What follows belongs to an exercise in optimizing a design on an open flow for small area; a production flow would make more cautious choices. In this exercise RTL edits were held to simulation tests only and were not proved equivalent to the original. Power and IR drop assume default switching activity.

run A:
// fpu
module fpu(input logic clk,
           input logic [2:0] op,
           input logic [31:0] x1,
           input logic [31:0] x2,
           output logic [31:0] y);
clock: 10.0 ns
lec_check: 0
cap_margin: 20
core_margin: 2
core_utilization: 40
cts_buf_list: sky130_fd_sc_hd__clkbuf_8
slew_margin: 20
synth_hierarchical: 1
standard.sh (not shown) runs the stock make flow with config.mk's settings and CLKGATE_MAP_FILE= SYNTH_SCRIPT=/design/flow/synth_recipe.tcl, a recipe that flattens the netlist after the stock synthesis.
==> flow/flow/run.sh <==
#!/bin/bash
# The standard layout, with the port buffers that placement inserts
# made sky130_fd_sc_hd__buf_2 (the standard flow picks a larger buffer).
set -euo pipefail
export BUFFER_PORTS_ARGS="-buffer_cell sky130_fd_sc_hd__buf_2"
bash standard.sh > standard.log 2>&1
Setup changes, run A to run B
- GPL_TIMING_DRIVEN now 0, previously not set
==> flow/flow/run.sh <==
#!/bin/bash
# The standard layout, with the port buffers that placement inserts
# made sky130_fd_sc_hd__buf_1 (the standard flow picks a larger buffer).
set -euo pipefail
export BUFFER_PORTS_ARGS="-buffer_cell sky130_fd_sc_hd__buf_1"
bash standard.sh > standard.log 2>&1
==> comparison <==
Run B ran to completion and came out clean on the timing, design-rule and antenna checks. Run B against run A; total vias in the final route is up by a few percent. Highest net fanout along the worst path: run B < run A. Cmp run A and run B / logic gate share of total power / higher: run B. End point of the critical path: y[9] -> run A, y[13] -> run B.
> inputs changed (run B -> run C)
- a deleted GPL_TIMING_DRIVEN that had been 0
- an added PLACE_DENSITY of 0.75
- a change of CORE_UTILIZATION from 40 to 65
Changes observed in run C relative to run B: fraction of standard cell area that is sequential now sits higher, combinational group share of total power lost 4.4 points, maximum number of pins on one net before global-route repair saw an increase, power consumed by the clock network saw an increase, combined buffer and inverter count along the critical path dropped 4. Compared with run B, in run C largest fanout of any net on the critical path shows an increase of 20; final hold slack now larger. Relative to run B, instance count after placement with tap cells included has decreased by 390 in run C.

========
Another version of the RTL of fpu (not shown whole).
For scale: about 2500 cells after synthesis, roughly 100 I/O pins.
Design fpu, start of the top module:
module fpu(input logic clk,
           input logic [2:0] op,
           input logic [31:0] x1,
           input logic [31:0] x2,
           output logic [31:0] y);
==> flow/config.mk <==
export PLATFORM = sky130hd
export DESIGN_NAME = fpu
export DESIGN_NICKNAME = fpu
export VERILOG_FILES = /design/flow/design.v
export SDC_FILE = /design/flow/constraint.sdc
export NUM_CORES = 4
export LEC_CHECK = 0
export CAP_MARGIN = 20
export CORE_MARGIN = 2
export CORE_UTILIZATION = 40
export SLEW_MARGIN = 20
export SYNTH_HIERARCHICAL = 1
==> flow/constraint.sdc <==
create_clock -name core_clock -period 10.0 [get_ports {clk}]
set_input_delay 2.0000 -clock core_clock [delete_from_list [all_inputs] [get_ports {clk}]]
set_output_delay 2.0000 -clock core_clock [all_outputs]
set_load 0.01 [all_outputs]
run.sh (not shown) runs the stock make flow with config.mk's settings and CLKGATE_MAP_FILE= SYNTH_SCRIPT=/design/flow/synth_recipe.tcl, a recipe that flattens the netlist after the stock synthesis.
Stock flow here: none of the scripts above is used.
Then changed:
Settings changed: CTS_BUF_LIST from default to sky130_fd_sc_hd__clkbuf_4.
Effect:
- clock skew is higher by 0.014 ns
- sequential cell count is unchanged
- total power goes down by 4.9%
- worst setup slack is worse by 0.084 ns

========
job 101:
RTL: one of the versions met above, not the one the previous note started from.
Size: roughly 0.022 sq mm of cells after synthesis.
Settings: LEC_CHECK=0, CAP_MARGIN=20, CORE_MARGIN=2, CORE_UTILIZATION=40, CTS_BUF_LIST=sky130_fd_sc_hd__clkbuf_8, SLEW_MARGIN=20, SYNTH_HIERARCHICAL=1; clock period 10.0 ns.
standard.sh (not shown) runs the stock make flow with config.mk's settings and CLKGATE_MAP_FILE= SYNTH_SCRIPT=/design/flow/synth_recipe.tcl, a recipe that flattens the netlist after the stock synthesis.
==> flow/flow/run.sh <==
#!/bin/bash
# The standard layout, with the port buffers that placement inserts
# chosen here: sky130_fd_sc_hd__buf_4 on the inputs (they fan out widely),
# sky130_fd_sc_hd__buf_1 on the outputs (the standard flow picks a larger
# buffer for all ports).
set -euo pipefail
export PRE_GLOBAL_PLACE_TCL="$PWD/flow/ports.tcl"
bash standard.sh > standard.log 2>&1
==> flow/flow/ports.tcl <==
# Sourced before global placement: buffer_ports, as global_place.tcl calls
# it, buffers the inputs with buf_4 and the outputs with buf_1.
rename buffer_ports my_orig_buffer_ports
proc buffer_ports {args} {
  my_orig_buffer_ports -inputs -buffer_cell sky130_fd_sc_hd__buf_4
  my_orig_buffer_ports -outputs -buffer_cell sky130_fd_sc_hd__buf_1
}
Having completed the whole flow, job 101 delivered a layout that passed the timing, design-rule and antenna checks.
The inputs of job 102 differ from those of job 101 as listed below.
==> flow/flow/run.sh <==
#!/bin/bash
# The standard layout, with the port buffers that placement inserts
# made sky130_fd_sc_hd__buf_1 (the standard flow picks a larger buffer).
set -euo pipefail
export BUFFER_PORTS_ARGS="-buffer_cell sky130_fd_sc_hd__buf_2"
bash standard.sh > standard.log 2>&1
removed: flow/flow/ports.tcl
==> comparison <==
Between job 101 and job 102, minimum clock period after layout increased.
Changes observed in job 102 relative to job 101: measured slew at the worst slew-check pin dropped 40 ps; setup slack down 170 ps; core utilization closely matched the old numbers.
Changes observed in job 102 relative to job 101: timing-limited maximum frequency now sits lower; non-clock buffer count now sits higher.
Job 102 does worse than job 101 on total wirelength of the detailed-routed design.
For the global-route usage over all layers, job 102 came in 0.98 points higher than job 101 did.
> inputs changed (job 102 -> job 103)
==> flow/flow/run.sh <==
#!/bin/bash
# The standard layout, with the port buffers that placement inserts
# made sky130_fd_sc_hd__buf_1 (the standard flow picks a larger buffer).
set -euo pipefail
export BUFFER_PORTS_ARGS="-buffer_cell sky130_fd_sc_hd__buf_1"
bash standard.sh > standard.log 2>&1
Notes after the runs:
The lower routing usage on met1 of job 103 and job 102 is in job 102.
[job 103 vs job 102] final RePlAce weighted congestion: lower in job 103
Power consumed by combinational cells: job 103 vs job 102 — no meaningful difference
Fraction of area in clock buffers and inverters: job 102 vs job 103 — no meaningful difference
Job 103 can be clocked faster than job 102.
Changes observed in job 103 relative to job 102: leakage power has decreased, total power has decreased, cell count after placement has increased.

re-timing with driven ports:
No port has a modelled driver above. Below, the same layouts with a new extraction and two added sets of constraints.
Step 1 assumes that a clkbuf_16 drives the clock port and a buf_2 every other input.
Step 2 adds t to the input delays and takes it off the output delays; t is the mean of the earliest and latest rising clock arrival at the registers after step 1. Input paths then give back, and output paths get back, about the clock's delay inside the block.
Slacks: no drivers / after step 1 / after step 2; pairs: no drivers / after step 1.
| run | t (ns) | setup slack, ns | latest minus earliest clock arrival (ns) | worst slew at a driven data input, ns | cell pins on the clock port's net |
|---|---|---|---|---|---|
| run A | 0.463 | 1.020 / 0.987 / 1.356 | 0.018 / 0.018 | 0.04 | 1 |
| run B | 0.465 | 0.719 / 0.676 / 0.877 | 0.013 / 0.012 | 0.05 | 1 |
| run C | 0.480 | 0.924 / 0.883 / 1.168 | 0.011 / 0.011 | 0.08 | 1 |
| the first run of note 2 | 0.444 | 1.124 / 1.089 / 1.222 | 0.010 / 0.010 | 0.05 | 1 |
| the second run of note 2 | 0.567 | 1.040 / 1.006 / 1.243 | 0.023 / 0.023 | 0.05 | 1 |
| job 101 | 0.474 | 1.192 / 1.192 / 1.192 | 0.017 / 0.018 | 0.06 | 1 |
| job 102 | 0.463 | 1.020 / 0.987 / 1.356 | 0.018 / 0.018 | 0.04 | 1 |
| job 103 | 0.468 | 1.098 / 1.061 / 1.504 | 0.014 / 0.013 | 0.06 | 1 |
After both steps setup and hold are still met in every run listed.
